What follows belongs to an exercise in optimizing a design on an open flow for small area and a short achievable clock period; a production flow would make more cautious choices.
No run shown here included a check of the RTL's function; only the layout flow was run.
No activity file was given, so power comes from the tool's default toggle rates.

==> flow/config.mk <==
export PLATFORM = sky130hd
export DESIGN_NAME = PCPU
export DESIGN_NICKNAME = PCPU
export VERILOG_FILES = /design/flow/design.v
export SDC_FILE = /design/flow/constraint.sdc
export NUM_CORES = 4
export LEC_CHECK = 0
export CAP_MARGIN = 20
export CORE_MARGIN = 2
export CORE_UTILIZATION = 50
export SETUP_SLACK_MARGIN = 3.4
export SLEW_MARGIN = 20
export SYNTH_HIERARCHICAL = 1
==> flow/flow/run.sh <==
#!/bin/bash
# Standard layout (the standard.sh) with two changes: the port buffers use
# the smallest buffer cell, and the clock tree is built with larger sink
# clusters and no dummy loads. Each tool's output is in standard.log and in
# orfs/logs/.
set -euo pipefail
export BUFFER_PORTS_ARGS="-buffer_cell sky130_fd_sc_hd__buf_1"
export CTS_ARGS="-sink_clustering_enable -repair_clock_nets -dont_use_dummy_load -sink_clustering_size 25 -sink_clustering_max_diameter 80"
bash standard.sh > standard.log 2>&1
==> flow/design.v <==
module PCPU (
	input wire clock,
	input wire [15:0] d_datain,
	input wire enable,
	input wire [15:0] i_datain,
	input wire reset,
	input wire start,
	output wire [15:0] d_addr,
	output wire [15:0] d_dataout,
	output wire d_we,
	output wire [7:0] i_addr,
	output wire [15:0] regi0,
	output wire [15:0] regi1,
	output wire [15:0] regi2,
	output wire [15:0] regi3,
	output wire [15:0] regi4,
	output wire [15:0] regi5,
	output wire [15:0] regi6,
	output wire [15:0] regi7,
	output wire [2:0] wb_addr
);
localparam [4:0] OP_LOAD = 5'b00010, OP_STORE = 5'b00011, OP_MOVI = 5'b00100,
                 OP_SHR  = 5'b00101, OP_CAL   = 5'b00110, OP_CAR  = 5'b00111,
                 OP_ADD  = 5'b01000, OP_ADDI  = 5'b01001, OP_ADDC = 5'b10001,
                 OP_SUB  = 5'b10010, OP_SUBI  = 5'b10011, OP_SUBC = 5'b10100,
                 OP_CMP  = 5'b01100, OP_AND   = 5'b01101, OP_OR   = 5'b01110,
                 OP_XOR  = 5'b01111, OP_JUMP  = 5'b11000, OP_HALT = 5'b00001;
reg        run;                  
reg [7:0]  pc;
reg [4:0]  id_op;
reg [2:0]  id_rd;
reg [7:0]  id_lo;                
reg [7:0]  id_sA, id_sB;         
reg [4:0]  ex_op;
reg [2:0]  ex_rd;
reg        ex_sub;               
reg        ex_usec;              
reg [15:0] reg_A, reg_B, smdr;
reg [3:0]  ex_sh;                
reg        mem_wr, mem_load, mem_fs, mem_halt;
reg [2:0]  mem_rd;
reg        dw, jump;
reg [15:0] reg_C, smdr1;
reg        zf, sf, cf;
reg        wb_wr, wb_halt;
reg [2:0]  wb_rd;
reg [15:0] reg_C1;
reg [15:0] gr [0:7];
assign i_addr    = pc;
assign d_addr    = reg_C;
assign d_dataout = smdr1;
assign d_we      = dw;
assign wb_addr   = wb_rd;
assign regi0 = gr[0];
assign regi1 = gr[1];
assign regi2 = gr[2];
assign regi3 = gr[3];
assign regi4 = gr[4];
assign regi5 = gr[5];
assign regi6 = gr[6];
assign regi7 = gr[7];
wire wb_we = run & wb_wr;
wire [15:0] grn [0:7];           
genvar gi;
generate
	for (gi = 0; gi < 8; gi = gi + 1) begin : g_rf
		assign grn[gi] = (wb_we && wb_rd == gi) ? reg_C1 : gr[gi];
		always @(posedge clock or negedge reset)
			if (!reset) gr[gi] <= 16'd0;
			else        gr[gi] <= grn[gi];
	end
endgenerate
wire [15:0] c1n = mem_load ? d_datain : reg_C;
wire ex_wr = (ex_op == OP_MOVI) || (ex_op == OP_SHR) || (ex_op == OP_CAL) ||
             (ex_op == OP_CAR)  || (ex_op == OP_ADD) || (ex_op == OP_ADDI) ||
             (ex_op == OP_ADDC) || (ex_op == OP_SUB) || (ex_op == OP_SUBI) ||
             (ex_op == OP_SUBC) || (ex_op == OP_AND) || (ex_op == OP_OR) ||
             (ex_op == OP_XOR);
wire ex_fs = (ex_op == OP_ADD)  || (ex_op == OP_ADDI) || (ex_op == OP_ADDC) ||
             (ex_op == OP_SUB)  || (ex_op == OP_SUBI) || (ex_op == OP_SUBC) ||
             (ex_op == OP_CMP);
wire ex_load  = ex_op == OP_LOAD;
wire ex_store = ex_op == OP_STORE;
wire ex_halt  = ex_op == OP_HALT;
wire ex_br    = (ex_op[4:3] == 2'b11) && (ex_op[2:1] != 2'b00);
wire        cin = ex_sub ^ (ex_usec & cf);
wire [15:0] bop = reg_B;
wire [15:0] bx  = bop ^ {16{ex_sub}};
wire [15:0] sum;
wire        cout;
PCPU_add u_add (.a(reg_A), .b(bx), .ci(cin), .s(sum), .co(cout));
wire        is_cal = ex_op == OP_CAL;
wire        fill   = (ex_op == OP_CAR) & reg_A[15];
wire [3:0]  r  = ex_sh;
wire [15:0] q1 = r[0] ? {reg_A[14:0], reg_A[15]}  : reg_A;
wire [15:0] q2 = r[1] ? {q1[13:0], q1[15:14]}     : q1;
wire [15:0] q3 = r[2] ? {q2[11:0], q2[15:12]}     : q2;
wire [15:0] q4 = r[3] ? {q3[7:0],  q3[15:8]}      : q3;
reg  [15:0] keep;
integer ki;
always @(*)
	for (ki = 0; ki < 16; ki = ki + 1)
		keep[ki] = is_cal ? (ki >= r) : ((r == 4'd0) || (ki < r));
wire [15:0] sh = (q4 & keep) | ({16{fill}} & ~keep);
reg [3:0] lut;
always @(*) begin
	case (ex_op)
		OP_AND:  lut = 4'b1000;
		OP_OR:   lut = 4'b1110;
		OP_XOR:  lut = 4'b0110;
		default: lut = 4'b1010;         
	endcase
end
wire ex_shift = (ex_op == OP_SHR) || (ex_op == OP_CAL) || (ex_op == OP_CAR);
wire ex_logic = (ex_op == OP_AND) || (ex_op == OP_OR) || (ex_op == OP_XOR) || (ex_op == OP_MOVI);
wire [15:0] lg;
genvar bi;
generate
	for (bi = 0; bi < 16; bi = bi + 1) begin : g_lut
		assign lg[bi] = lut[{reg_A[bi], bop[bi]}];
	end
endgenerate
wire ex_arith = ~(ex_logic | ex_shift);
wire [15:0] alu_ns = ex_logic ? lg : sh;        
wire [15:0] alu;
PCPU_mux16 u_malu (.s(ex_arith), .a(sum), .b(alu_ns), .y(alu));
wire id_rdA = (id_op[4:3] == 2'b11 && id_op[2:1] != 2'b00) ||
              (id_op == OP_ADDI) || (id_op == OP_SUBI) || (id_op == OP_MOVI);
wire id_store = id_op == OP_STORE;
wire id_imm4 = (id_op == OP_LOAD) || (id_op == OP_STORE) || (id_op == OP_MOVI) ||
               (id_op == OP_SHR)  || (id_op == OP_CAL)   || (id_op == OP_CAR);
wire id_imm8 = (id_op[4:3] == 2'b11 && id_op[2:1] != 2'b00) ||
               (id_op == OP_ADDI) || (id_op == OP_SUBI);
wire id_jump = id_op == OP_JUMP;
wire id_rsh  = (id_op == OP_SHR) || (id_op == OP_CAR);
wire [4:0] f_op = i_datain[15:11];
wire f_rdA = (f_op[4:3] == 2'b11 && f_op[2:1] != 2'b00) ||
             (f_op == OP_ADDI) || (f_op == OP_SUBI) || (f_op == OP_MOVI);
wire f_store = f_op == OP_STORE;
wire fA_ex  = ex_wr  && id_sA[ex_rd];
wire fA_mem = mem_wr && id_sA[mem_rd];
wire fB_ex  = ex_wr  && id_sB[ex_rd];
wire fB_mem = mem_wr && id_sB[mem_rd];
reg [15:0] rfA, rfB;
integer ri;
always @(*) begin
	rfA = 16'd0; rfB = 16'd0;
	for (ri = 0; ri < 8; ri = ri + 1) begin
		rfA = rfA | ({16{id_sA[ri]}} & gr[ri]);
		rfB = rfB | ({16{id_sB[ri]}} & gr[ri]);
	end
end
wire [15:0] oA = fA_ex ? alu_ns : fA_mem ? c1n : (wb_we & id_sA[wb_rd]) ? reg_C1 : rfA;
wire [15:0] oB = fB_ex ? alu_ns : fB_mem ? c1n : (wb_we & id_sB[wb_rd]) ? reg_C1 : rfB;
wire [15:0] oBi = id_imm4 ? {12'd0, id_lo[3:0]} : id_imm8 ? {8'd0, id_lo} : oB;
wire sA  = fA_ex & ex_arith;
wire sB  = fB_ex & ex_arith;
wire sBi = sB & ~id_imm4 & ~id_imm8;
wire [15:0] nA, nB, nS;
PCPU_mux16 u_ma (.s(sA),  .a(sum), .b(oA),  .y(nA));
PCPU_mux16 u_mb (.s(sBi), .a(sum), .b(oBi), .y(nB));
PCPU_mux16 u_ms (.s(sB),  .a(sum), .b(oB),  .y(nS));
wire id_sub  = (id_op == OP_SUB) || (id_op == OP_SUBI) || (id_op == OP_SUBC) || (id_op == OP_CMP);
wire id_usec = (id_op == OP_ADDC) || (id_op == OP_SUBC);
wire [4:0] i_op = i_datain[15:11];
wire id_load = id_op == OP_LOAD;
wire f_c1 = i_op[4:2] == 3'b001;                                    
wire f_c2 = (i_op == OP_ADD) || (i_op == OP_ADDC) || (i_op == OP_SUB) || (i_op == OP_SUBC) ||
            (i_op == OP_CMP) || (i_op == OP_AND)  || (i_op == OP_OR)  || (i_op == OP_XOR);
wire f_c3 = (i_op == OP_ADDI) || (i_op == OP_SUBI) || (i_op == OP_MOVI);  
wire hz = ((f_c1 | f_c2) & (id_rd == i_datain[6:4])) |
          (f_c2 & (id_rd == i_datain[2:0])) |
          (f_c3 & (id_rd == i_datain[10:8]));
wire kill    = jump | id_jump;                  
wire ld_live = id_load & ~jump;                 
wire f_bub   = kill | (ld_live & hz);           
wire pc_hold = ~run | (ld_live & hz);
wire [7:0] pc_new = jump ? reg_C[7:0] : id_jump ? id_lo : pc + 8'd1;
wire zf_now = mem_fs ? (reg_C == 16'd0) : zf;
reg  cond;
always @(*) begin
	case (ex_op[2:1])
		2'b01:   cond = zf_now;
		2'b10:   cond = sf;
		default: cond = cf;
	endcase
end
always @(posedge clock or negedge reset) begin
	if (!reset) begin
		run <= 1'b1;
		pc <= 8'd0;
		id_op <= 5'd0; id_rd <= 3'd0;
		ex_op <= 5'd0; ex_rd <= 3'd0;
		mem_wr <= 1'b0; mem_load <= 1'b0; mem_fs <= 1'b0; mem_halt <= 1'b0;
		mem_rd <= 3'd0; dw <= 1'b0; jump <= 1'b0;
		zf <= 1'b0; sf <= 1'b0; cf <= 1'b0;
		wb_wr <= 1'b0; wb_halt <= 1'b0; wb_rd <= 3'd0;
	end else begin
		run <= run & ~wb_halt;
		if (!pc_hold) pc <= pc_new;
		if (f_bub) begin
			id_op <= 5'd0; id_rd <= 3'd0;
		end else begin
			id_op <= i_datain[15:11]; id_rd <= i_datain[10:8];
		end
		if (jump || id_jump) begin
			ex_op <= 5'd0; ex_rd <= 3'd0;
		end else begin
			ex_op <= id_op; ex_rd <= id_rd;
		end
		if (jump) begin
			mem_wr <= 1'b0; mem_load <= 1'b0; mem_fs <= 1'b0; mem_halt <= 1'b0;
			mem_rd <= 3'd0;
		end else begin
			mem_wr <= ex_wr | ex_load; mem_load <= ex_load; mem_fs <= ex_fs;
			mem_halt <= ex_halt; mem_rd <= ex_rd;
		end
		if (run) dw <= ex_store & ~jump;
		jump <= ~jump & ex_br & (cond ^ ex_op[0]);
		zf <= zf_now;
		if (ex_fs && !jump) begin
			sf <= alu[15];
			cf <= cout ^ ex_sub;
		end
		wb_wr <= mem_wr; wb_halt <= mem_halt;
		if (run) wb_rd <= mem_rd;
	end
end
always @(posedge clock) begin
	id_lo <= i_datain[7:0];
	id_sA <= 8'd1 << (f_rdA ? i_datain[10:8] : i_datain[6:4]);
	id_sB <= 8'd1 << (f_store ? i_datain[10:8] : i_datain[2:0]);
	reg_A <= nA;
	ex_sh <= id_rsh ? 4'd0 - id_lo[3:0] : id_lo[3:0];
	reg_B <= nB;
	smdr  <= nS;
	ex_sub  <= id_sub;
	ex_usec <= id_usec;
	if (run) begin
		reg_C <= alu;
		smdr1 <= smdr;
	end
	reg_C1 <= c1n;
end
endmodule
module PCPU_add (
	input  wire [15:0] a,
	input  wire [15:0] b,
	input  wire        ci,
	output wire [15:0] s,
	output wire        co
);
wire [17:0] t = {1'b0, a, 1'b1} + {1'b0, b, ci};
assign s  = t[16:1];
assign co = t[17];
endmodule
module PCPU_mux16 (
	input  wire        s,
	input  wire [15:0] a,
	input  wire [15:0] b,
	output wire [15:0] y
);
assign y = s ? a : b;
endmodule
==> flow/standard.sh <==
#!/bin/bash
# synth_recipe.tcl (not shown) runs the flow's synth.tcl, then flattens the netlist and writes it again
# the make line also repeats each setting of config.mk as NAME=value (left out here)
make -C /OpenROAD-flow-scripts/flow DESIGN_CONFIG=/design/flow/config.mk WORK_HOME=/design/flow/orfs CLKGATE_MAP_FILE= SYNTH_SCRIPT=/design/flow/synth_recipe.tcl "${@:-finish}"
==> flow/constraint.sdc <==
create_clock -name core_clock -period 6.0 [get_ports {clock}]
set_input_delay 1.2000 -clock core_clock [delete_from_list [all_inputs] [get_ports {clock}]]
set_output_delay 1.2000 -clock core_clock [all_outputs]
set_load 0.01 [all_outputs]
==> results of run 1 <==
## cell type report
type | instances | area (um^2) | share of cell area
sequential | 296 | 7150 | 0.331
clock buffer | 20 | 500 | 0.0231
multi-input combinational | 1126 | 10700 | 0.494
inverter | 49 | 191 | 0.00884
timing repair buffer | 379 | 2540 | 0.117
antenna | 1 | 2.50 | 0.000116
tap | 455 | 569 | 0.0263
## registers in the layout, indices dropped and copies added, names as in the netlist, 3 cells and up
signal  cells
gr        128
reg_A      16
reg_B      16
reg_C1     16
reg_C      16
smdr1      16
smdr       16
id_lo       8
id_sA       8
id_sB       8
pc          8
ex_op       5
id_op       5
ex_sh       4
ex_rd       3
id_rd       3
mem_rd      3
wb_rd       3
## through the flow
step	cells	power, uW
after detailed placement	2155	4080
after floorplan	1606	3640
after global routing	2325	6280
final	2326	6060
after CTS	2276	5690
after global placement	2155	4060
## worst max-delay path, delay by kind of cell, from the launching register on
kind                       cells  cell delay, ns
xor gates and xnor gates       2            0.31
adders and majority gates      1            0.25
and+or+nand+nor                1            0.18
buffers and inverters          1            0.19
muxes                          2            0.58
DFF                            1            0.50
AOI/OAI and AO/OA              4            0.73
## final timing paths
check	startpoint	endpoint	slack, ns	cells after the start
max in group asynchronous	reset	ex_op[4]	4.25	2
worst min register to register	mem_halt	wb_halt	0.36	0
min in group asynchronous	reset	gr[4][13]	0.82	2
worst max-delay path	ex_sub	sf	3.13	11
worst max register to register	ex_sub	sf	3.13	11
worst min-delay path	mem_halt	wb_halt	0.36	0
## per-module statistics from Yosys, one instance, submodules excluded
| module | cells inside | flops+latches |
|---|---|---|
| PCPU_mux16 | 18 | 0 |
| PCPU | 1424 | 296 |
| PCPU_add | 110 | 0 |
## cell usage after synthesis, drive strengths merged (5+ instances only)
library cell  instances  area share
and2                 18      0.0064
xor2                 31       0.016
buf                  48       0.019
a221oi               26       0.014
xnor2                23       0.012
dfrtp               169        0.24
nand3                22      0.0063
a211oi               15      0.0074
mux2i                58       0.033
a221o                10      0.0057
nor2b                23      0.0082
o221ai               10      0.0050
o22ai                10      0.0036
and3b                 6      0.0030
edfxtp               32       0.055
dfxtp                94        0.11
and3                 17      0.0061
a21o                  8      0.0034
nor3b                10      0.0043
o31a                  5      0.0025
a31oi                16      0.0066
mux4                 28       0.038
a22o                 19      0.0095
mux2                235        0.16
nor3                 22      0.0066
nand2                59       0.013
o21ai                32      0.0092
a22oi               105       0.045
o211ai               16      0.0074
a311oi                7      0.0039
o21a                  6      0.0026
ha                   21       0.015
inv                  48       0.010
nor2                 69       0.015
nand2b               15      0.0058
o2111ai              10      0.0054
a32oi                 5      0.0025
or3                   6      0.0021
nand4                25      0.0089
nor4                  9      0.0032
o311ai                7      0.0035
clkbuf               89       0.019
a21oi                72       0.021
## kinds of logic (layout without fill, tap and decap cells)
group | after synthesis | in the layout
muxes | 321 | 321
and+or+nand+nor | 318 | 318
buffers and inverters | 186 | 448
xor gates and xnor gates | 54 | 54
adders and majority gates | 22 | 22
AOI/OAI and AO/OA | 409 | 411
other | 0 | 1
DFF | 296 | 296
## metal layers
| layer | part of all wire | global-route usage | vias up |
|---|---|---|---|
| li1 | - | - | 6644 |
| met1 | 0.40 | 0.448 | 7658 |
| met2 | 0.47 | 0.558 | 810 |
| met3 | 0.076 | 0.0567 | 191 |
| met4 | 0.049 | 0.142 | 0 |
| met5 | 0 | 0 | - |
## timing repair
action | CTS | global route
endpoints found under the hold margin | 0 | 0
pin swaps | 40 | 58
resized for setup | 158 | 143
cloned | 6 | 1
setup endpoints to repair | 173 | 84
buffers inserted | 95 | 48
## power groups by stage
stage | Clock [uW] | Sequential, uW | Combinational (uW)
CTS | 1290 | 2450 | 1940
global placement | 0 | 2500 | 1560
global route | 1360 | 2490 | 2430
floorplan | 0 | 2340 | 1300
detailed placement | 0 | 2500 | 1580
finish | 1280 | 2470 | 2310
==> impl_metrics.tcl, run 1 <==
set metrics [dict create \
    setup.worst_path.class "reg -> reg" \
    rsz0062_at_grt "true" \
    synth_top_family_by_area "multiplexers" \
    cp_cell_sequence "buf_8 -> xor2_2 -> ha_4 -> o21a_1 -> o211ai_2 -> a31oi_4 -> nand2b_4 -> a41oi_4 -> xnor2_2 -> mux2_4 -> mux2_4" \
    num_rows 68 \
    num_io_pins 208 \
    design_area_um2 21600 \
    slew_headroom 0.247 \
    finalHoldViolations 0 \
    syn_inst 1606 \
    hold_class "reg -> reg" \
    p_sw_frac 0.354 \
    grt_pass1_wl_um 93700 \
    end_kind "flop" \
    dr.pass1.iters 6 \
    seq_power_share 0.408 \
    dieWidth_um 191 \
    wl_um 64400 \
    dieArea_um2 36500 \
    slowest_stage "dfxtp_4" \
    slew_viol_final 0 \
    cts.sinks 296 \
    initial_utilization 0.507 \
    area_growth_pct 23.8 \
    timing.hold.ws_ns 0.359 \
    slowest_delay_ns 0.50 \
    final_cell_mix "buf_1, mux2_2, dfrtp_1" \
    status "timing/DRC/antenna clean" \
    synth.distinct_cells 94 \
    async_flop_share 0.574 \
    syn_avg_cell_area_um2 10.9 \
    hpwl_um 40500 \
    finalSetupTns_ns 0 \
    cts_tree "built" \
    cts_max_path_buffers 3 \
    grt_overflow_total 0 \
    grt_start_max_net_pins 171 \
    num_vias 15300 \
    synth_compound_area_frac 0.174 \
    cpMostUsedCell "mux2_4" \
    antenna_found_initial 0 \
    power_density_nw_per_um2 280 \
    switchingPower_uw 2140 \
    crit_fanout 6 \
    synthSimpleGateAreaFrac 0.0976 \
    start_kind "flop" \
    yosys.area_share.adder 0.0162 \
    drt_iter0_markers 1233 \
    dieHeight_um 191 \
    clkPwrFrac 0.210 \
    clock_latency_ns 0.53 \
    synth_edf_count 32 \
    cp.arrival_ns 3.27 \
    first_global_vias 14700 \
    syn_nets 1664 \
    core_um2 34500 \
    final.setup.worst_slack_ns 3.13 \
    grt_usage 0.341 \
    ant_nets 0 \
    synthFlopType "dfrtp_1" \
    clk_pin_slew_worst_paths_ns 0.07 \
    holdBufCountCts 0 \
    syn_area_um2 17500 \
    power.leakage_uw 0.00908 \
    vdd_drop_max_uv 190 \
    muxShareOfSynthArea 0.231 \
    drc 0 \
    synth-xor-area-share 0.0271 \
    fill_cells 2902 \
    tightest_slew_ns 1.13 \
    cts_buffers 20 \
    wl_per_cell_um 27.7 \
    place_area_um2 18500 \
    yosys_warnings 8 \
    layout-drive-gt1-share 0.348 \
    portBuffers 205 \
    power_frac_comb 0.382 \
    yosysSeqAreaShare 0.406 \
    setup_viol_count_final 0 \
    layout_commonest_cell "buf_1" \
    post_drt_via_cell_ratio 6.58 \
    dp_worst_setup_slack_ns 2.17 \
    fmax_mhz 349 \
    num-nets-final 1930 \
    fin_util 0.628 \
    clock_skew_ns 0.0728 \
    gp_congestion 0.916 \
    fin_crit_sh 0.478 \
    layout_min_cycle_time_ns 2.87 \
    p_int_uw 3920 \
    cap_violations 0 \
    ys_ff_latch 296 \
    clockRootBuffer "clkbuf_16" \
    htree_levels 1 \
    required_ns 6.40 \
]
==> run 2, diff against run 1 <==
--- a/flow/design.v
+++ b/flow/design.v
@@ -35,7 +35,7 @@
 reg [2:0]  ex_rd;
 reg        ex_sub;               
-reg        ex_usec;              
+reg        ex_ci_c, ex_ci_n, ex_ci_1;  
 reg [15:0] reg_A, reg_B, smdr;
-reg [3:0]  ex_sh;                
+reg [3:0]  ex_r1, ex_r4;         
 reg        mem_wr, mem_load, mem_fs, mem_halt;
 reg [2:0]  mem_rd;
@@ -84,17 +84,17 @@
 wire ex_halt  = ex_op == OP_HALT;
 wire ex_br    = (ex_op[4:3] == 2'b11) && (ex_op[2:1] != 2'b00);
-wire        cin = ex_sub ^ (ex_usec & cf);
+wire        cin = (ex_ci_c & cf) | (ex_ci_n & ~cf) | ex_ci_1;
 wire [15:0] bop = reg_B;
-wire [15:0] bx  = bop ^ {16{ex_sub}};
-wire [15:0] sum;
-wire        cout;
-PCPU_add u_add (.a(reg_A), .b(bx), .ci(cin), .s(sum), .co(cout));
+wire [15:0] bx  = bop;                  
+wire [17:0] sum18 = {1'b0, reg_A, 1'b1} + {1'b0, bx, cin};
+wire [15:0] sum = sum18[16:1];
+wire        cout = sum18[17];
 wire        is_cal = ex_op == OP_CAL;
 wire        fill   = (ex_op == OP_CAR) & reg_A[15];
-wire [3:0]  r  = ex_sh;
-wire [15:0] q1 = r[0] ? {reg_A[14:0], reg_A[15]}  : reg_A;
-wire [15:0] q2 = r[1] ? {q1[13:0], q1[15:14]}     : q1;
-wire [15:0] q3 = r[2] ? {q2[11:0], q2[15:12]}     : q2;
-wire [15:0] q4 = r[3] ? {q3[7:0],  q3[15:8]}      : q3;
+wire [3:0]  r  = {ex_r4[2] | ex_r4[3], ex_r4[1] | ex_r4[3], ex_r1[2] | ex_r1[3], ex_r1[1] | ex_r1[3]};
+wire [15:0] q1 = ({16{ex_r1[0]}} & reg_A) | ({16{ex_r1[1]}} & {reg_A[14:0], reg_A[15]}) |
+                 ({16{ex_r1[2]}} & {reg_A[13:0], reg_A[15:14]}) | ({16{ex_r1[3]}} & {reg_A[12:0], reg_A[15:13]});
+wire [15:0] q4 = ({16{ex_r4[0]}} & q1) | ({16{ex_r4[1]}} & {q1[11:0], q1[15:12]}) |
+                 ({16{ex_r4[2]}} & {q1[7:0], q1[15:8]}) | ({16{ex_r4[3]}} & {q1[3:0], q1[15:4]});
 reg  [15:0] keep;
 integer ki;
@@ -123,6 +123,5 @@
 wire ex_arith = ~(ex_logic | ex_shift);
 wire [15:0] alu_ns = ex_logic ? lg : sh;        
-wire [15:0] alu;
-PCPU_mux16 u_malu (.s(ex_arith), .a(sum), .b(alu_ns), .y(alu));
+wire [15:0] alu = ex_arith ? sum : alu_ns;
 wire id_rdA = (id_op[4:3] == 2'b11 && id_op[2:1] != 2'b00) ||
               (id_op == OP_ADDI) || (id_op == OP_SUBI) || (id_op == OP_MOVI);
@@ -134,4 +133,5 @@
 wire id_jump = id_op == OP_JUMP;
 wire id_rsh  = (id_op == OP_SHR) || (id_op == OP_CAR);
+wire [3:0] id_ramt = id_rsh ? 4'd0 - id_lo[3:0] : id_lo[3:0];
 wire [4:0] f_op = i_datain[15:11];
 wire f_rdA = (f_op[4:3] == 2'b11 && f_op[2:1] != 2'b00) ||
@@ -151,14 +151,6 @@
 	end
 end
-wire [15:0] oA = fA_ex ? alu_ns : fA_mem ? c1n : (wb_we & id_sA[wb_rd]) ? reg_C1 : rfA;
-wire [15:0] oB = fB_ex ? alu_ns : fB_mem ? c1n : (wb_we & id_sB[wb_rd]) ? reg_C1 : rfB;
-wire [15:0] oBi = id_imm4 ? {12'd0, id_lo[3:0]} : id_imm8 ? {8'd0, id_lo} : oB;
-wire sA  = fA_ex & ex_arith;
-wire sB  = fB_ex & ex_arith;
-wire sBi = sB & ~id_imm4 & ~id_imm8;
-wire [15:0] nA, nB, nS;
-PCPU_mux16 u_ma (.s(sA),  .a(sum), .b(oA),  .y(nA));
-PCPU_mux16 u_mb (.s(sBi), .a(sum), .b(oBi), .y(nB));
-PCPU_mux16 u_ms (.s(sB),  .a(sum), .b(oB),  .y(nS));
+wire [15:0] rA = (fA_ex & ex_arith) ? sum : fA_ex ? alu_ns : fA_mem ? c1n : (wb_we & id_sA[wb_rd]) ? reg_C1 : rfA;
+wire [15:0] rB = (fB_ex & ex_arith) ? sum : fB_ex ? alu_ns : fB_mem ? c1n : (wb_we & id_sB[wb_rd]) ? reg_C1 : rfB;
 wire id_sub  = (id_op == OP_SUB) || (id_op == OP_SUBI) || (id_op == OP_SUBC) || (id_op == OP_CMP);
 wire id_usec = (id_op == OP_ADDC) || (id_op == OP_SUBC);
@@ -231,10 +223,13 @@
 	id_sA <= 8'd1 << (f_rdA ? i_datain[10:8] : i_datain[6:4]);
 	id_sB <= 8'd1 << (f_store ? i_datain[10:8] : i_datain[2:0]);
-	reg_A <= nA;
-	ex_sh <= id_rsh ? 4'd0 - id_lo[3:0] : id_lo[3:0];
-	reg_B <= nB;
-	smdr  <= nS;
+	reg_A <= rA;
+	ex_r1 <= 4'd1 << id_ramt[1:0];
+	ex_r4 <= 4'd1 << id_ramt[3:2];
+	reg_B <= (id_imm4 ? {12'd0, id_lo[3:0]} : id_imm8 ? {8'd0, id_lo} : rB) ^ {16{id_sub}};
+	smdr  <= rB;
 	ex_sub  <= id_sub;
-	ex_usec <= id_usec;
+	ex_ci_c <= id_usec & ~id_sub;
+	ex_ci_n <= id_usec & id_sub;
+	ex_ci_1 <= id_sub & ~id_usec;
 	if (run) begin
 		reg_C <= alu;
@@ -244,21 +239,2 @@
 end
 endmodule
-module PCPU_add (
-	input  wire [15:0] a,
-	input  wire [15:0] b,
-	input  wire        ci,
-	output wire [15:0] s,
-	output wire        co
-);
-wire [17:0] t = {1'b0, a, 1'b1} + {1'b0, b, ci};
-assign s  = t[16:1];
-assign co = t[17];
-endmodule
-module PCPU_mux16 (
-	input  wire        s,
-	input  wire [15:0] a,
-	input  wire [15:0] b,
-	output wire [15:0] y
-);
-assign y = s ? a : b;
-endmodule
--- a/flow/config.mk
+++ b/flow/config.mk
@@ -9,5 +9,5 @@
 export CORE_MARGIN = 2
 export CORE_UTILIZATION = 50
+export PLACE_DENSITY = 0.75
 export SETUP_SLACK_MARGIN = 3.4
 export SLEW_MARGIN = 20
-export SYNTH_HIERARCHICAL = 1
==> impl_metrics.tcl, run 2 <==
set metrics [dict create \
    status "timing/DRC/antenna clean" \
    tightest_slew_ns 1.04 \
    syn_inst 1622 \
    finalSetupTns_ns 0 \
    p_total_uw 5580 \
    num_vias 14900 \
    largest_reg_flops 128 \
    synth.distinct_cells 90 \
    power.leakage_uw 0.00779 \
    wl_per_cell_um 24.7 \
    dieArea_um2 34500 \
    hold_class "reg -> reg" \
    post_drt_via_cell_ratio 6.64 \
    cts.sinks 302 \
    syn_area_um2 16500 \
    dr.pass1.iters 8 \
    layout-drive-gt1-share 0.241 \
    reg2regPathDepth 11 \
    num_rows 66 \
    portBuffers 205 \
    initial_utilization 0.507 \
    yosys_warnings 2 \
    start_kind "flop" \
    fin_crit_sh 0.455 \
    gp_congestion 0.969 \
    wl_um 55400 \
    fin_util 0.585 \
    yosysMostFrequentCell "a22oi_1" \
    dieWidth_um 186 \
    rsz0062_at_grt "true" \
    yosysSeqAreaShare 0.437 \
    area_growth_pct 15.3 \
    synth_top_area_cell "dfrtp_1" \
    grt_pass1_wl_um 83200 \
    slew_viol_final 0 \
    r2r_slack_ns 3.27 \
    power_density_nw_per_um2 293 \
    synthFlopType "dfrtp_1" \
    num-nets-final 1858 \
    core_um2 32500 \
    setup_viol_count_final 0 \
    finalHoldViolations 0 \
    cts_buffers 16 \
    clk_pin_slew_worst_paths_ns 0.10 \
    cp.arrival_ns 3.11 \
    first_global_vias 14000 \
    grt_usage 0.314 \
    cts_max_path_buffers 3 \
    clock_latency_ns 0.53 \
    num_io_pins 208 \
    yosysTopAreaCellShare 0.256 \
    fmax_mhz 366 \
    setup.worst_path.class "reg -> reg" \
    grt_overflow_total 0 \
    ys_ff_latch 302 \
    antenna_found_initial 4 \
    layout_min_cycle_time_ns 2.73 \
    synth_edf_count 32 \
    cap_violations 0 \
    crit_fanout 3 \
    slew_headroom 0.307 \
    layout_commonest_cell "buf_1" \
    clockRootBuffer "clkbuf_16" \
    htree_levels 1 \
    vdd_drop_max_uv 193 \
    async_flop_share 0.563 \
    fill_cells 2757 \
    final_cell_mix "buf_1, a22oi_1, dfrtp_1" \
    cts_tree "built" \
    min_path_cells 0 \
    synthTopCellsByArea "dfrtp_1, dfxtp_1, mux2_2" \
    syn_avg_cell_area_um2 10.2 \
    yosys-top-cells-count "a22oi_1, dfrtp_1, mux2_2, nor2_1, dfxtp_1" \
    drc 0 \
    largest_register "gr" \
    hpwl_um 37500 \
    grt_start_max_net_pins 101 \
    dieHeight_um 186 \
    drt_iter0_markers 1903 \
    clock_skew_ns 0.0554 \
    syn_nets 1680 \
    required_ns 6.38 \
    end_kind "flop" \
    ant_nets 0 \
]
run 2: changes by cell type after synthesis, sizes merged, moves of 18 or more:
cell	previous run	this run
a22oi	105	188
nor2	69	108
nand2	59	98
o21ai	32	66
a221oi	26	8
mux2	235	162
run 2: layer usage:
layer  GRT usage  share of wire  up-vias
met5           0              0        -
li1            -              -     6427
met2       0.493           0.45      995
met3      0.0567           0.10      235
met4       0.132          0.054        0
met1       0.428           0.39     7241
run 2: worst max-delay path, stage by stage, from the launching register on:
cell and delay [ns]:
dfrtp_1 0.41, mux2_4 0.32, nor2_4 0.09, fa_2 0.21
nor2b_2 0.05, o2111ai_2 0.19, a21o_1 0.26, o21ai_1 0.11
o311ai_2 0.39, o21a_1 0.27, mux2i_1 0.10, a221oi_1 0.21
run 2: kinds of logic after synthesis:
family,share of synthesized area
buffers and inverters,0.0406
AOI/OAI and AO/OA,0.200
DFF,0.437
muxes,0.171
and+or+nand+nor,0.111
xor gates and xnor gates,0.0228
adders and majority gates,0.0177
run 2: path summary, 6_finish.rpt:
| check | from | to |
|---|---|---|
| max | cf | reg_B[7] |
| min | mem_halt | wb_halt |
| max reg2reg | cf | reg_B[7] |
| min reg2reg | mem_halt | wb_halt |
| max in group asynchronous | reset | ex_rd[1] |
| min in group asynchronous | reset | gr[7][6] |
run 2: repair_timing:
action | CTS | global route
setup buffers | 41 | 27
resized for setup | 110 | 73
pin swaps | 40 | 41
hold buffers | 0 | 0
endpoints found under the setup margin | 99 | 68
gates cloned | 0 | 1
run 2: area by class of cell:
cell class,instances,area (um^2),share of cell area
Antenna cell,4,10.0,0.000526
Tap cell,442,553,0.0291
Inverter,32,120,0.00631
Timing Repair Buffer,291,1510,0.0794
Multi-Input combinational cell,1157,9130,0.479
Clock buffer,16,400,0.0210
Sequential cell,302,7310,0.384
run 2: report_power, final:
part	internal (uW)	switching, uW	total, uW
registers	2270	334	2600
clock network	480	638	1120
logic	802	1060	1860
run 2: through the flow:
stage               hold WS, ns  std cells  setup slack, ns  cell area, um^2
floorplan                 0.331       1622             3.27            16600
global placement          0.339       2155             2.77            17500
detailed placement        0.336       2155             2.68            17500
CTS                       0.357       2212             3.22            18500
global route              0.378       2243             3.20            19000
finish                    0.356       2244             3.27            19000
==> run 3, diff against run 2 <==
--- a/flow/design.v
+++ b/flow/design.v
@@ -35,7 +35,6 @@
 reg [2:0]  ex_rd;
 reg        ex_sub;               
-reg        ex_ci_c, ex_ci_n, ex_ci_1;  
+reg        ex_usec;              
 reg [15:0] reg_A, reg_B, smdr;
-reg [3:0]  ex_r1, ex_r4;         
 reg        mem_wr, mem_load, mem_fs, mem_halt;
 reg [2:0]  mem_rd;
@@ -84,7 +83,7 @@
 wire ex_halt  = ex_op == OP_HALT;
 wire ex_br    = (ex_op[4:3] == 2'b11) && (ex_op[2:1] != 2'b00);
-wire        cin = (ex_ci_c & cf) | (ex_ci_n & ~cf) | ex_ci_1;
+wire        cin = ex_sub ^ (ex_usec & cf);
 wire [15:0] bop = reg_B;
-wire [15:0] bx  = bop;                  
+wire [15:0] bx  = bop ^ {16{ex_sub}};
 wire [17:0] sum18 = {1'b0, reg_A, 1'b1} + {1'b0, bx, cin};
 wire [15:0] sum = sum18[16:1];
@@ -92,15 +91,16 @@
 wire        is_cal = ex_op == OP_CAL;
 wire        fill   = (ex_op == OP_CAR) & reg_A[15];
-wire [3:0]  r  = {ex_r4[2] | ex_r4[3], ex_r4[1] | ex_r4[3], ex_r1[2] | ex_r1[3], ex_r1[1] | ex_r1[3]};
-wire [15:0] q1 = ({16{ex_r1[0]}} & reg_A) | ({16{ex_r1[1]}} & {reg_A[14:0], reg_A[15]}) |
-                 ({16{ex_r1[2]}} & {reg_A[13:0], reg_A[15:14]}) | ({16{ex_r1[3]}} & {reg_A[12:0], reg_A[15:13]});
-wire [15:0] q4 = ({16{ex_r4[0]}} & q1) | ({16{ex_r4[1]}} & {q1[11:0], q1[15:12]}) |
-                 ({16{ex_r4[2]}} & {q1[7:0], q1[15:8]}) | ({16{ex_r4[3]}} & {q1[3:0], q1[15:4]});
-reg  [15:0] keep;
-integer ki;
-always @(*)
-	for (ki = 0; ki < 16; ki = ki + 1)
-		keep[ki] = is_cal ? (ki >= r) : ((r == 4'd0) || (ki < r));
-wire [15:0] sh = (q4 & keep) | ({16{fill}} & ~keep);
+wire [3:0]  n = reg_B[3:0];
+wire [15:0] a_rev, s4_rev;
+generate for (gi = 0; gi < 16; gi = gi + 1) begin : g_rv
+	assign a_rev[gi] = reg_A[15 - gi];
+	assign s4_rev[gi] = s4[15 - gi];
+end endgenerate
+wire [15:0] sh_in = is_cal ? a_rev : reg_A;
+wire [15:0] s1 = n[0] ? {fill, sh_in[15:1]} : sh_in;
+wire [15:0] s2 = n[1] ? {{2{fill}}, s1[15:2]} : s1;
+wire [15:0] s3 = n[2] ? {{4{fill}}, s2[15:4]} : s2;
+wire [15:0] s4 = n[3] ? {{8{fill}}, s3[15:8]} : s3;
+wire [15:0] sh = is_cal ? s4_rev : s4;
 reg [3:0] lut;
 always @(*) begin
@@ -121,7 +121,5 @@
 	end
 endgenerate
-wire ex_arith = ~(ex_logic | ex_shift);
-wire [15:0] alu_ns = ex_logic ? lg : sh;        
-wire [15:0] alu = ex_arith ? sum : alu_ns;
+wire [15:0] alu = ex_logic ? lg : ex_shift ? sh : sum;
 wire id_rdA = (id_op[4:3] == 2'b11 && id_op[2:1] != 2'b00) ||
               (id_op == OP_ADDI) || (id_op == OP_SUBI) || (id_op == OP_MOVI);
@@ -133,5 +131,4 @@
 wire id_jump = id_op == OP_JUMP;
 wire id_rsh  = (id_op == OP_SHR) || (id_op == OP_CAR);
-wire [3:0] id_ramt = id_rsh ? 4'd0 - id_lo[3:0] : id_lo[3:0];
 wire [4:0] f_op = i_datain[15:11];
 wire f_rdA = (f_op[4:3] == 2'b11 && f_op[2:1] != 2'b00) ||
@@ -151,22 +148,16 @@
 	end
 end
-wire [15:0] rA = (fA_ex & ex_arith) ? sum : fA_ex ? alu_ns : fA_mem ? c1n : (wb_we & id_sA[wb_rd]) ? reg_C1 : rfA;
-wire [15:0] rB = (fB_ex & ex_arith) ? sum : fB_ex ? alu_ns : fB_mem ? c1n : (wb_we & id_sB[wb_rd]) ? reg_C1 : rfB;
+wire [15:0] rA = fA_ex ? alu : fA_mem ? c1n : (wb_we & id_sA[wb_rd]) ? reg_C1 : rfA;
+wire [15:0] rB = fB_ex ? alu : fB_mem ? c1n : (wb_we & id_sB[wb_rd]) ? reg_C1 : rfB;
 wire id_sub  = (id_op == OP_SUB) || (id_op == OP_SUBI) || (id_op == OP_SUBC) || (id_op == OP_CMP);
 wire id_usec = (id_op == OP_ADDC) || (id_op == OP_SUBC);
 wire [4:0] i_op = i_datain[15:11];
 wire id_load = id_op == OP_LOAD;
-wire f_c1 = i_op[4:2] == 3'b001;                                    
-wire f_c2 = (i_op == OP_ADD) || (i_op == OP_ADDC) || (i_op == OP_SUB) || (i_op == OP_SUBC) ||
-            (i_op == OP_CMP) || (i_op == OP_AND)  || (i_op == OP_OR)  || (i_op == OP_XOR);
-wire f_c3 = (i_op == OP_ADDI) || (i_op == OP_SUBI) || (i_op == OP_MOVI);  
-wire hz = ((f_c1 | f_c2) & (id_rd == i_datain[6:4])) |
-          (f_c2 & (id_rd == i_datain[2:0])) |
-          (f_c3 & (id_rd == i_datain[10:8]));
-wire kill    = jump | id_jump;                  
-wire ld_live = id_load & ~jump;                 
-wire f_bub   = kill | (ld_live & hz);           
-wire pc_hold = ~run | (ld_live & hz);
-wire [7:0] pc_new = jump ? reg_C[7:0] : id_jump ? id_lo : pc + 8'd1;
+wire stall = id_load && (
+	((i_op[4:2] == 3'b001) && (id_rd == i_datain[6:4])) ||
+	(((i_op == OP_ADD) || (i_op == OP_ADDC) || (i_op == OP_SUB) || (i_op == OP_SUBC) ||
+	  (i_op == OP_CMP) || (i_op == OP_AND)  || (i_op == OP_OR)  || (i_op == OP_XOR)) &&
+	 ((id_rd == i_datain[6:4]) || (id_rd == i_datain[2:0]))) ||
+	(((i_op == OP_ADDI) || (i_op == OP_SUBI) || (i_op == OP_MOVI)) && (id_rd == i_datain[10:8])));
 wire zf_now = mem_fs ? (reg_C == 16'd0) : zf;
 reg  cond;
@@ -190,6 +181,10 @@
 	end else begin
 		run <= run & ~wb_halt;
-		if (!pc_hold) pc <= pc_new;
-		if (f_bub) begin
+		if (run) begin
+			if (jump)         pc <= reg_C[7:0];
+			else if (id_jump) pc <= id_lo;
+			else if (!stall)  pc <= pc + 8'd1;
+		end
+		if (jump || id_jump || stall) begin
 			id_op <= 5'd0; id_rd <= 3'd0;
 		end else begin
@@ -224,12 +219,8 @@
 	id_sB <= 8'd1 << (f_store ? i_datain[10:8] : i_datain[2:0]);
 	reg_A <= rA;
-	ex_r1 <= 4'd1 << id_ramt[1:0];
-	ex_r4 <= 4'd1 << id_ramt[3:2];
-	reg_B <= (id_imm4 ? {12'd0, id_lo[3:0]} : id_imm8 ? {8'd0, id_lo} : rB) ^ {16{id_sub}};
+	reg_B <= id_imm4 ? {12'd0, id_lo[3:0]} : id_imm8 ? {8'd0, id_lo} : rB;
 	smdr  <= rB;
 	ex_sub  <= id_sub;
-	ex_ci_c <= id_usec & ~id_sub;
-	ex_ci_n <= id_usec & id_sub;
-	ex_ci_1 <= id_sub & ~id_usec;
+	ex_usec <= id_usec;
 	if (run) begin
 		reg_C <= alu;
--- a/flow/config.mk
+++ b/flow/config.mk
@@ -9,5 +9,4 @@
 export CORE_MARGIN = 2
 export CORE_UTILIZATION = 50
-export PLACE_DENSITY = 0.75
-export SETUP_SLACK_MARGIN = 3.4
+export SETUP_SLACK_MARGIN = 2.7
 export SLEW_MARGIN = 20
==> impl_metrics.tcl, run 3 <==
set metrics [dict create \
    dr.pass1.iters 5 \
    grt_usage 0.326 \
    fin_crit_sh 0.554 \
    end_kind "flop" \
    synth.distinct_cells 81 \
    grt_overflow_total 0 \
    slowest_stage "mux4_2" \
    largest_reg_flops 128 \
    slowest_delay_ns 0.56 \
    layout_min_cycle_time_ns 3.33 \
    yosysMostFrequentCell "dfrtp_1" \
    cp.arrival_ns 3.59 \
    yosys_warnings 2 \
    antenna_found_initial 0 \
    status "timing/DRC/antenna clean" \
    cts_buffers 17 \
    r2r_start "ex_op[3]" \
    tightest_slew_ns 1.19 \
    slew_viol_final 0 \
    rsz0062_at_grt "true" \
    first_global_vias 13600 \
    num_io_pins 208 \
    clock_skew_ns 0.0496 \
    hold_class "reg -> reg" \
    yosysSeqAreaShare 0.428 \
    dieWidth_um 185 \
    synthTopCellsByArea "dfrtp_1, dfxtp_1, mux2_2" \
    num_vias 14300 \
    wl_um 56800 \
    cap_violations 0 \
    largest_register "gr" \
    vdd_drop_max_uv 275 \
    reg2regPathDepth 10 \
    ys_ff_latch 292 \
    gp_congestion 0.949 \
    required_ns 6.27 \
    synthFlopType "dfrtp_1" \
    core_um2 32400 \
    setup_viol_count_final 0 \
    finalHoldViolations 0 \
    grt_start_max_net_pins 171 \
    htree_levels 1 \
    grt_pass1_wl_um 84300 \
    power.leakage_uw 0.00756 \
    fmax_mhz 301 \
    dieHeight_um 185 \
    drc 0 \
    start_kind "flop" \
    crit_fanout 5 \
    ant_nets 0 \
    final.setup.worst_slack_ns 2.67 \
    async_flop_share 0.582 \
    synth_edf_count 32 \
    cts.sinks 292 \
    clk_pin_slew_worst_paths_ns 0.09 \
    slew_headroom 0.205 \
    layout_commonest_cell "buf_1" \
    met2_usage 0.521 \
    diodes 0 \
    grt_use_met3 0.0676 \
    cts_tree "built" \
    initial_utilization 0.506 \
    syn_nets 1667 \
    area_growth_pct 13.1 \
    wl_per_cell_um 25.8 \
    yosys-top-cells-count "dfrtp_1, mux2_2, a22oi_1, nand2_1, clkbuf_1" \
    dieArea_um2 34200 \
    portBuffers 205 \
    num-nets-final 1821 \
    syn_avg_cell_area_um2 10.2 \
    yosysTopAreaCellShare 0.258 \
    num_rows 66 \
    setup.worst_path.class "reg -> reg" \
    final_cell_mix "buf_1, dfrtp_1, mux2_2" \
    cpMostUsedCell "mux4_2" \
    syn_inst 1610 \
    layout-drive-gt1-share 0.186 \
    reg2reg_to "reg_C[14]" \
    power_density_nw_per_um2 327 \
    crit_end "reg_C[14]" \
    drt_iter0_markers 1358 \
    cp_cell_sequence "buf_12 -> or3b_4 -> nor2_4 -> mux4_2 -> mux4_2 -> mux2i_1 -> a221oi_2 -> o41ai_2 -> buf_4 -> inv_1" \
    clockRootBuffer "clkbuf_16" \
    dp_worst_setup_slack_ns 1.97 \
    holdBufCountCts 0 \
    syn_area_um2 16400 \
    finalSetupTns_ns 0 \
    hpwl_um 39100 \
    grt_use_met1 0.429 \
    post_drt_via_cell_ratio 6.51 \
    synth_top_area_cell "dfrtp_1" \
    r2r_slack_ns 2.67 \
    clock_latency_ns 0.52 \
    busiest_layer "met2" \
    cp-startpoint "ex_op[3]" \
    cts_max_path_buffers 3 \
]
[run 3: worst max-delay path, delay by kind of cell, from the launching register on]
kind | cells | cell delay, ns
compound gates | 2 | 0.43
flops | 1 | 0.43
simple gates | 2 | 0.61
mux | 3 | 1.26
buf+inv | 3 | 0.35
[run 3: routing by layer]
layer	routed length, um	part of all wire
met5	0	0
met4	2910	0.051
met3	4760	0.084
met2	26000	0.46
met1	23100	0.41
[run 3: worst min-delay path by stage]
stage               to      from  cells after the start
2_1_floorplan  wb_halt  mem_halt                      0
3_3_place_gp   wb_halt  mem_halt                      0
3_5_place_dp   wb_halt  mem_halt                      0
4_1_cts        wb_halt  mem_halt                      0
5_1_grt        wb_halt  mem_halt                      0
6_report       wb_halt  mem_halt                      0
[run 3: layout make-up]
class,instances,area [um^2]
Clock buffer,17,425
Fill cell,2953,13800
Inverter,27,101
Multi-Input combinational cell,1154,8970
Sequential cell,292,7030
Tap cell,442,553
Timing Repair Buffer,272,1440
[run 3: kinds of logic (layout without fill, tap and decap cells)]
kind of cell / Yosys count / count (layout) / share of synthesized area
compound gates: 452 / 452 / 0.194
simple gates: 399 / 399 / 0.124
flops: 292 / 292 / 0.428
mux: 234 / 234 / 0.173
buf+inv: 164 / 316 / 0.0388
xor+xnor: 48 / 48 / 0.0257
fa+ha+maj: 21 / 21 / 0.0165
[run 3: repair_timing]
item | CTS | global route
pin swaps | 9 | 15
resized for setup | 28 | 41
cloned | 1 | 3
setup endpoints to repair | 62 | 41
setup buffers | 12 | 15
[run 3: per-stage QoR]
stage | hold WS [ns] | util | power, uW | cell area [um^2] | std cells
2_1_floorplan | 0.331 | - | 3920 | 16400 | 1610
3_3_place_gp | 0.336 | 0.540 | 4580 | 17500 | 2156
3_5_place_dp | 0.336 | 0.540 | 4590 | 17500 | 2156
4_1_cts | 0.357 | 0.561 | 5840 | 18200 | 2186
5_1_grt | 0.373 | 0.572 | 6360 | 18500 | 2204
6_report | 0.353 | 0.572 | 6060 | 18500 | 2204
[run 3: report_power, final]
| group | internal [uW] | total (uW) | leakage [uW] | switching (uW) |
|---|---|---|---|---|
| clock | 508 | 1150 | 0.000209 | 640 |
| sequential | 2180 | 2490 | 0.00336 | 306 |
| combinational | 994 | 2420 | 0.00399 | 1420 |
| total | 3690 | 6060 | 0.00756 | 2370 |

-- static timing again, ports no longer ideal --
In the flow no input, the clock included, has a driving cell. The finished layouts below were timed again as built, in two steps.
Step 1 assumes that a clkbuf_16 drives the clock port and a buf_2 every other input.
Step 2 moves the port delays by t, midway between the first and last clock arrival at a register: inputs arrive t later, outputs are due t later. That takes back most of the time a late clock gives input paths.
Three values: ideal ports, drivers, drivers and shift; two values: the first two.
run | t (ns) | setup slack, ns | worst setup path at the end | clock arrival spread, ns
run 1 | 0.550 | 3.133 / 3.133 / 2.940 | input to register | 0.073 / 0.073
run 2 | 0.552 | 3.271 / 3.271 / 2.978 | input to register | 0.057 / 0.056
run 3 | 0.548 | 2.675 / 2.675 / 2.443 | input to register | 0.052 / 0.052
After both steps setup and hold are still met in every run listed. For run 2, which loses most, drivers alone change the setup slack by 0.000 ns; drivers and shift together by -0.293 ns.
